What follows belongs to an exercise in optimizing a design on an open flow for a short achievable clock period and few clock cycles; a production flow would make more cautious choices. Function was checked by simulation only, so behaviour that the tests miss may differ from the original.

## flow/config.mk

```make
export PLATFORM = sky130hd
export DESIGN_NAME = Processor
export DESIGN_NICKNAME = Processor
export VERILOG_FILES = /design/flow/design.v
export SDC_FILE = /design/flow/constraint.sdc
export NUM_CORES = 4
export LEC_CHECK = 0
export ABC_CLOCK_PERIOD_IN_PS = 2200
export CAP_MARGIN = 20
export CORE_MARGIN = 2
export CORE_UTILIZATION = 40
export PLACE_DENSITY = 0.6
export SETUP_SLACK_MARGIN = 3.3
export SLEW_MARGIN = 20
export TNS_END_PERCENT = 100
```

## flow/constraint.sdc

```tcl
create_clock -name core_clock -period 5.5 [get_ports {clk}]
set_input_delay 1.1000 -clock core_clock [delete_from_list [all_inputs] [get_ports {clk}]]
set_output_delay 1.1000 -clock core_clock [all_outputs]
set_load 0.01 [all_outputs]
```

## flow/run.sh

```bash
#!/bin/bash
# synth_recipe.tcl (not shown) runs the flow's synth.tcl, then flattens the netlist and writes it again
# the make line also repeats each setting of config.mk as NAME=value (left out here)
make -C /OpenROAD-flow-scripts/flow DESIGN_CONFIG=/design/flow/config.mk WORK_HOME=/design/flow/orfs CLKGATE_MAP_FILE= SYNTH_SCRIPT=/design/flow/synth_recipe.tcl finish
```

## flow/design.v

```verilog
module Processor (
    input wire clk,
    input wire reset,
    output wire [31:0] mem_addr,
    output wire [31:0] mem_wdata,
    input wire [31:0] mem_rdata,
    output wire mem_wen
);
    reg [31:0] fpc;        
    reg [31:0] maddr;      
    reg        wen_q;
    reg [31:0] wdata_q;
    reg        Mv;         
    reg        M_lw;
    reg [3:0]  M_rt;
    reg [31:0] ras;        
    assign mem_addr  = maddr;
    assign mem_wdata = wdata_q;
    assign mem_wen   = wen_q;
    localparam BB = 4;             
    localparam BT = 6;             
    localparam BN = 1 << BB;
    reg          btb_v   [0:BN-1];
    reg [BT-1:0] btb_tag [0:BN-1];
    reg [31:0]   btb_tgt [0:BN-1];
    reg          btb_ret [0:BN-1];
    wire [BB-1:0] fidx  = fpc[BB-1:0];
    wire          bhit  = btb_v[fidx] & (btb_tag[fidx] == fpc[BB+BT-1:BB]);
    wire [31:0]   bpred = btb_ret[fidx] ? ras : btb_tgt[fidx];
    reg          upd_v;
    reg          upd_set;      
    reg [31:0]   upd_pc;
    reg [31:0]   upd_tgt;
    reg          upd_ret;
    reg [31:0] rf [1:15];
    reg        Dv;
    reg [31:0] IR_D;
    reg [31:0] pc_D;
    reg [31:0] pcp_D;      
    reg        hit_D;      
    reg [31:0] ptgt_D;     
    reg        Ev;
    reg [31:0] A_E, B_E, O2_E;
    reg [1:0]  fn_E;       
    reg        cin_E;
    reg        we_E;
    reg [3:0]  wd_E;
    reg        isbr_E, bne_E, isjr_E, isld_E, isst_E;
    reg        a_rs_E, o2_b_E, inv_E;
    reg [3:0]  rs_E, rt_E;
    reg [31:0] pc_E, pcp_E, btgt_E;
    reg        hit_E;      
    reg [31:0] ptgt_E;     
    reg        z_E;        
    wire [5:0]  op    = IR_D[31:26];
    wire [3:0]  rs    = IR_D[24:21];
    wire [3:0]  rt    = IR_D[19:16];
    wire [3:0]  rd    = IR_D[14:11];
    wire [5:0]  fnct  = IR_D[5:0];
    wire [31:0] simm  = {{16{IR_D[15]}}, IR_D[15:0]};
    wire d_r    = (op == 6'h00);
    wire d_imm  = (op[5:3] == 3'b001);
    wire d_lw   = (op == 6'h23);
    wire d_sw   = (op == 6'h2B);
    wire d_beq  = (op == 6'h04);
    wire d_bne  = (op == 6'h05);
    wire d_br   = d_beq | d_bne;
    wire d_j    = (op == 6'h02);
    wire d_jal  = (op == 6'h03);
    wire d_jj   = d_j | d_jal;
    wire d_jr   = d_r & (fnct == 6'h08);
    reg [1:0] d_fn;
    reg       d_inv;       
    reg       d_o2imm;     
    reg       d_o2zero;    
    always @(*) begin
        d_fn = 2'd0; d_inv = 1'b0; d_o2imm = 1'b0; d_o2zero = 1'b0;
        if (d_r) begin
            case (fnct)
                6'h20: d_fn = 2'd0;
                6'h22: begin d_fn = 2'd0; d_inv = 1'b1; end
                6'h24: d_fn = 2'd1;
                6'h25: d_fn = 2'd2;
                6'h2A: begin d_fn = 2'd3; d_inv = 1'b1; end
                default: begin d_fn = 2'd1; d_o2zero = 1'b1; end
            endcase
        end else if (d_imm) begin
            if (op[2:0] == 3'b000) d_o2imm = 1'b1;
            else if (op[2:0] == 3'b100) begin d_fn = 2'd1; d_o2imm = 1'b1; end
            else begin d_fn = 2'd1; d_o2zero = 1'b1; end
        end else if (d_lw | d_sw) begin
            d_o2imm = 1'b1;
        end else if (d_jal) begin
            d_o2zero = 1'b1;
        end
    end
    wire [3:0] d_dest = d_r ? rd : d_jal ? 4'd15 : rt;
    wire d_we = (d_r | d_imm | d_jal) & (d_dest != 4'd0);
    wire [31:0] jtgt = {6'b0, IR_D[25:0]};
    wire d_jok  = hit_D & (ptgt_D == jtgt);
    wire d_bad  = d_jj ? ~d_jok : d_jr ? ~hit_D : (~d_br & hit_D);
    wire [31:0] d_tgt = d_jj ? jtgt : d_jr ? ras : pcp_D;
    wire [31:0] btgt_D = pcp_D + simm;
    wire [32:0] sum = {1'b0, A_E} + {1'b0, O2_E} + {32'd0, cin_E};
    reg  [31:0] res_E;
    always @(*) begin
        case (fn_E)
            2'd0: res_E = sum[31:0];
            2'd1: res_E = A_E & O2_E;
            2'd2: res_E = A_E | O2_E;
            default: res_E = {31'd0, ~sum[32]};
        endcase
    end
    wire eq_E   = (A_E == B_E);
    wire tk_E   = bne_E ^ eq_E;
    wire tok_E  = (ptgt_E == btgt_E);
    wire jrok_E = (A_E == ptgt_E);
    wire bmis_E = tk_E ? ~(hit_E ? tok_E : z_E) : hit_E;
    wire mis_E  = isbr_E ? bmis_E : (isjr_E & ~jrok_E);
    wire [31:0] etgt = isjr_E ? A_E : tk_E ? btgt_E : pcp_E;
    wire e_go   = Ev & ~Mv;
    wire redirE = e_go & mis_E;
    wire toM    = e_go & (isld_E | isst_E);
    wire d_run  = Dv & ~Mv;
    wire redirD = d_run & d_bad;
    wire [31:0] fpc1 = fpc + 32'd1;
    wire [31:0] nfpc_noE = redirD ? d_tgt : bhit ? bpred : fpc1;
    wire [31:0] nfpc = redirE ? etgt : nfpc_noE;
    wire byp_a = Ev & we_E & (wd_E == rs);
    wire byp_b = Ev & we_E & (wd_E == rt);
    wire [31:0] rf_a = (rs == 4'd0) ? 32'd0 : rf[rs];
    wire [31:0] rf_b = (rt == 4'd0) ? 32'd0 : rf[rt];
    wire [31:0] va = byp_a ? res_E : rf_a;
    wire [31:0] vb = byp_b ? res_E : rf_b;
    wire sm_E = wen_q & Ev & (maddr == pc_E);
    wire sm_D = wen_q & Dv & (maddr == pc_D);
    always @(posedge clk or posedge reset) begin
        if (reset) begin
            fpc <= 32'd0;
            maddr <= 32'd0;
            wen_q <= 1'b0;
            Mv <= 1'b0;
            Dv <= 1'b0;
            Ev <= 1'b0;
        end else if (Mv) begin
            Mv <= 1'b0;
            wen_q <= 1'b0;
            if (sm_E) begin
                Ev <= 1'b0; Dv <= 1'b0;
                fpc <= pc_E; maddr <= pc_E;
            end else if (sm_D) begin
                Dv <= 1'b0;
                fpc <= pc_D; maddr <= pc_D;
            end else begin
                maddr <= fpc;
            end
        end else begin
            fpc <= nfpc;
            maddr <= toM ? sum[31:0] : nfpc;
            Mv <= toM;
            wen_q <= toM & isst_E;
            Dv <= ~redirE & ~redirD;
            Ev <= Dv & ~redirE;
        end
    end
    always @(posedge clk) begin
        if (Mv) begin
            if (M_lw & Ev) begin
                if (a_rs_E & (rs_E == M_rt)) A_E <= mem_rdata;
                if (rt_E == M_rt) begin
                    B_E <= mem_rdata;
                    if (o2_b_E) O2_E <= inv_E ? ~mem_rdata : mem_rdata;
                end
            end
        end else begin
            wdata_q <= B_E;
            M_lw <= isld_E & (wd_E != 4'd0);
            M_rt <= wd_E;
            IR_D <= mem_rdata;
            pc_D <= fpc;
            pcp_D <= fpc1;
            hit_D <= bhit;
            ptgt_D <= bpred;
            if (Dv & d_jal) ras <= pcp_D;
            A_E <= d_jal ? pcp_D : va;
            B_E <= vb;
            O2_E <= d_o2zero ? 32'd0 : d_o2imm ? simm : d_inv ? ~vb : vb;
            fn_E <= d_fn;
            cin_E <= d_inv;
            inv_E <= d_inv;
            a_rs_E <= ~d_jal;
            o2_b_E <= ~d_o2zero & ~d_o2imm;
            we_E <= d_we;
            wd_E <= d_dest;
            isbr_E <= d_br;
            bne_E <= d_bne;
            isjr_E <= d_jr;
            isld_E <= d_lw;
            isst_E <= d_sw;
            rs_E <= rs;
            rt_E <= rt;
            pc_E <= pc_D;
            pcp_E <= pcp_D;
            btgt_E <= btgt_D;
            hit_E <= hit_D;
            ptgt_E <= (d_jr & ~hit_D) ? ras : ptgt_D;
            z_E <= (IR_D[15:0] == 16'd0);
        end
    end
    always @(posedge clk or posedge reset) begin
        if (reset) begin
            upd_v <= 1'b0;
        end else begin
            upd_v <= 1'b0;
            if (e_go & isbr_E) begin
                if (tk_E & ~z_E & ~(hit_E & tok_E)) begin
                    upd_v <= 1'b1; upd_set <= 1'b1;
                end else if (~tk_E & hit_E) begin
                    upd_v <= 1'b1; upd_set <= 1'b0;
                end
                upd_pc <= pc_E; upd_tgt <= btgt_E; upd_ret <= 1'b0;
            end else begin
                upd_v <= redirD;
                upd_set <= d_jj | d_jr;
                upd_pc <= pc_D; upd_tgt <= jtgt; upd_ret <= d_jr;
            end
        end
    end
    integer k;
    always @(posedge clk or posedge reset) begin
        if (reset) begin
            for (k = 0; k < BN; k = k + 1) btb_v[k] <= 1'b0;
        end else if (upd_v) begin
            btb_v[upd_pc[BB-1:0]] <= upd_set;
        end
    end
    always @(posedge clk) begin
        if (upd_v) begin
            btb_tag[upd_pc[BB-1:0]] <= upd_pc[BB+BT-1:BB];
            btb_tgt[upd_pc[BB-1:0]] <= upd_tgt;
            btb_ret[upd_pc[BB-1:0]] <= upd_ret;
        end
    end
    integer i;
    always @(posedge clk or posedge reset) begin
        if (reset) begin
            for (i = 1; i < 16; i = i + 1) rf[i] <= 32'd0;
        end else if (Mv) begin
            if (M_lw) rf[M_rt] <= mem_rdata;
        end else if (Ev & we_E) begin
            rf[wd_E] <= res_E;
        end
    end
endmodule
```

==> run_results.csv <==
group,metric,value,unit
synth,synth-seq-area-share,0.602,
routing,remaining_drc_errors,0,
placement,dp_worst_setup_slack,1020,ps
clocking,htreeDepth,4,
worst_setup_path,critPathArrivalTime,4720,ps
die,start_util,0.402,
synth,syn_inst,6296,
routing,vias,65070,
global_route,grt_pass1_wl,472000,um
synth,syn_avg_cell_area,12.6,um^2
sta,tightestPinTransition,1300,ps
synth,yosys-top-cells-area,"edfxtp_1 (42%), dfrtp_1 (18%), mux4_2 (4.9%)",
worst_setup_path,path_max_fanout,4,
worst_setup_path,cpMaxStageDelayCell,"or4b_4",
finish,finalNetCount,7176,
sta,hold_viol,0,
synth,synth_area,79100,um^2
die,die-height,449,um
sta,fmax,248,MHz
finish,final_core_util,0.526,
sta,rsz0062_at_grt,"true",
synth,ys.flop_type,"edfxtp_1",
synth,yosysWarnings,3,
worst_setup_path,required,6190,ps
synth,synth_top_area_cell,"edfxtp_1",
placement,gp_congestion,1.02,
finish,drive_gt1_frac,0.335,
routing,final_antenna_net_count,0,
die,dieArea,201000,um^2
sta,finalSetupViolations,0,
worst_setup_path,r2r_slack,1470,ps
routing,drtIter0Drc,11352,
sta,clock-skew-final,59.8,ps
routing,wirelength,346000,um
routing,routedWlPerCell,35.1,um
global_route,antenna_found_initial,30,
global_route,grt_max_degree,99,
clocking,clkLatencyLatePin,870,ps
finish,largest_reg_flops,512,
worst_hold_path,hp-class,"flop to flop",
placement,io_buffers,98,
placement,place_hpwl,195000,um
finish,fillers,16153,
placement,placed_area,84300,um^2
sta,drv_slew,0,
worst_setup_path,crit_family,"compound AO/OA/AOI/OAI gates",
clocking,cts-root-buf,"clkbuf_16",
finish,final_area,104000,um^2
job,drv_cap,0,
finish,syn2layout_area_growth,30.9,%
worst_setup_path,slowest_delay,510,ps
synth,ys_types,93,
die,io_pins,99,
run_status,status,"no timing/DRC/antenna violations",
die,core,197000,um^2
sta,finalCritPeriodShare,0.732,
global_route,grt_pass1_vias,60770,
global_route,gr-total-overflow,0,
worst_setup_path,end_kind,"flop",
sta,timing.slew.headroom,0.132,
clocking,cts_tree,"built",
die,die_width,449,um
synth,synth_common_cells,"edfxtp_1 (1115), nand2_1 (719), o21ai_0 (683)",
die,std_cell_rows,163,
sta,fin_ws,1470,ps
worst_setup_path,critPathBufInv,1,
worst_setup_path,startpoint_type,"flop",
synth,synth_nets,6432,
clocking,clkTransAtPathRegs,70,ps
worst_setup_path,worst-setup-path-type,"flop to flop",
clocking,cts.path.max_buffers,3,
clocking,cts_inserted_buffers,180,
global_route,grtUsageTotal,0.328,
routing,viasPerCell,6.61,
routing,firstDrtPassIters,10,
synth,synth-edff-count,1115,
worst_setup_path,cp_cell_sequence,"fa_2, fa_2, a211oi_4, o211ai_1, a221o_2, o2111ai_4, buf_6, o21ai_4, or4b_4, o2111ai_4, o21ai_2, mux2_2, o22ai_1",
clocking,numClockSinks,1680,
synth,async_flop_share,0.336,
synth,ys_seq_elements,1680,
synth,synth.most_common_cell,"edfxtp_1",
synth,synth_top_area_frac,0.423,
sta,min_period,4030,ps
clocking,holdBufCountCts,0,
## per-layer routing
layer / track usage / routed length, um / vias up
li1: - / - / 25647
met1: 0.419 / 121000 / 32397
met2: 0.475 / 145000 / 5435
met3: 0.103 / 47000 / 1575
met4: 0.224 / 32000 / 16
met5: 0 / 132 / -
## logic make-up after synthesis
logic type	count (synthesis)	synth area share
fa+ha+maj	102	0.0164
flops	1680	0.602
buf+inv	556	0.0291
compound gates	1748	0.140
simple gates	1374	0.0790
mux	498	0.0960
xor+xnor	338	0.0374
## stage by stage
| stage | hold slack (ps) | std cells | TNS [ps] |
|---|---|---|---|
| 2_1_floorplan | 420 | 6296 | -2439820 |
| 3_3_place_gp | 454 | 8827 | 0 |
| 3_5_place_dp | 466 | 8828 | 0 |
| 4_1_cts | 486 | 9668 | 0 |
| 5_1_grt | 500 | 9840 | 0 |
| 6_report | 481 | 9850 | 0 |
## worst paths after layout
path,startpoint,end,cells past startpoint
worst max-delay path,inv_E,O2_E[22],13
worst min-delay path,B_E[29],wdata_q[29],0
worst max register to register,inv_E,O2_E[22],13
worst min register to register,B_E[29],wdata_q[29],0
max in group asynchronous,reset,rf[3][24],4
min in group asynchronous,reset,upd_v,3
## cell usage in the layout (no fill, tap or decap), types with 162 or more instances in the layout
cell type,count
edfxtp_1,1115
nand2_1,683
dfrtp_1,532
buf_4,469
a22oi_1,311
o21ai_2,261
o21ai_0,254
buf_6,215
clkbuf_16,192
a21oi_1,181
mux4_2,180
xnor2_1,162
## worst reg2reg max path: cells and delay by family (launching register included)
kind / cells / cell delay, ps
multiplexers: 1 / 300
flip-flops: 1 / 440
buffers and inverters: 1 / 150
AO/OA/AOI/OAI: 8 / 1660
adder cells (fa/ha/maj): 2 / 830
AND/OR/NAND/NOR: 1 / 510
## cell type report
| class | instances | area [um^2] | share of cell area |
|---|---|---|---|
| Sequential cell | 1680 | 47700 | 0.460 |
| Multi-Input combinational cell | 4072 | 34500 | 0.334 |
| Timing Repair Buffer | 988 | 11300 | 0.109 |
| Clock buffer | 242 | 4990 | 0.0482 |
| Tap cell | 2640 | 3300 | 0.0319 |
| Clock inverter | 95 | 1210 | 0.0116 |
| Inverter | 116 | 492 | 0.00475 |
| Antenna cell | 15 | 37.5 | 0.000362 |
| Timing Repair inverter | 2 | 23.8 | 0.000230 |
## timing repair
item,4_1_cts,5_1_grt
setup buffers,434,155
cloned,69,12
pin swaps,363,255
setup endpoints to repair,1921,1028
gates resized for setup,1550,673
Testbench counts, summed over its fixed seeds: cycles 117,502.

[port drivers added, routing unchanged]
In the flow no input, the clock included, has a driving cell. The finished layout below was timed again as built, in two steps. Step 1 sets driving cells, clkbuf_16 on the clock port and buf_2 on the other inputs (assumed; they add their load-dependent delay and slew). Step 2 moves the port delays by t, midway between the first and last clock arrival at a register: inputs arrive t later, outputs are due t later. That takes back most of the time a late clock gives input paths. Slacks: ideal / step 1 / step 2; pairs: ideal / step 1.
t (ns): 0.928
slack for setup (ns): 1.473 / 1.473 / 1.473
worst register clock-pin slew, ns: 0.07 / 0.07
After both steps setup and hold are still met in this run. The setup slack of this run moves by 0.000 ns with the drivers and by 0.000 ns with both steps.
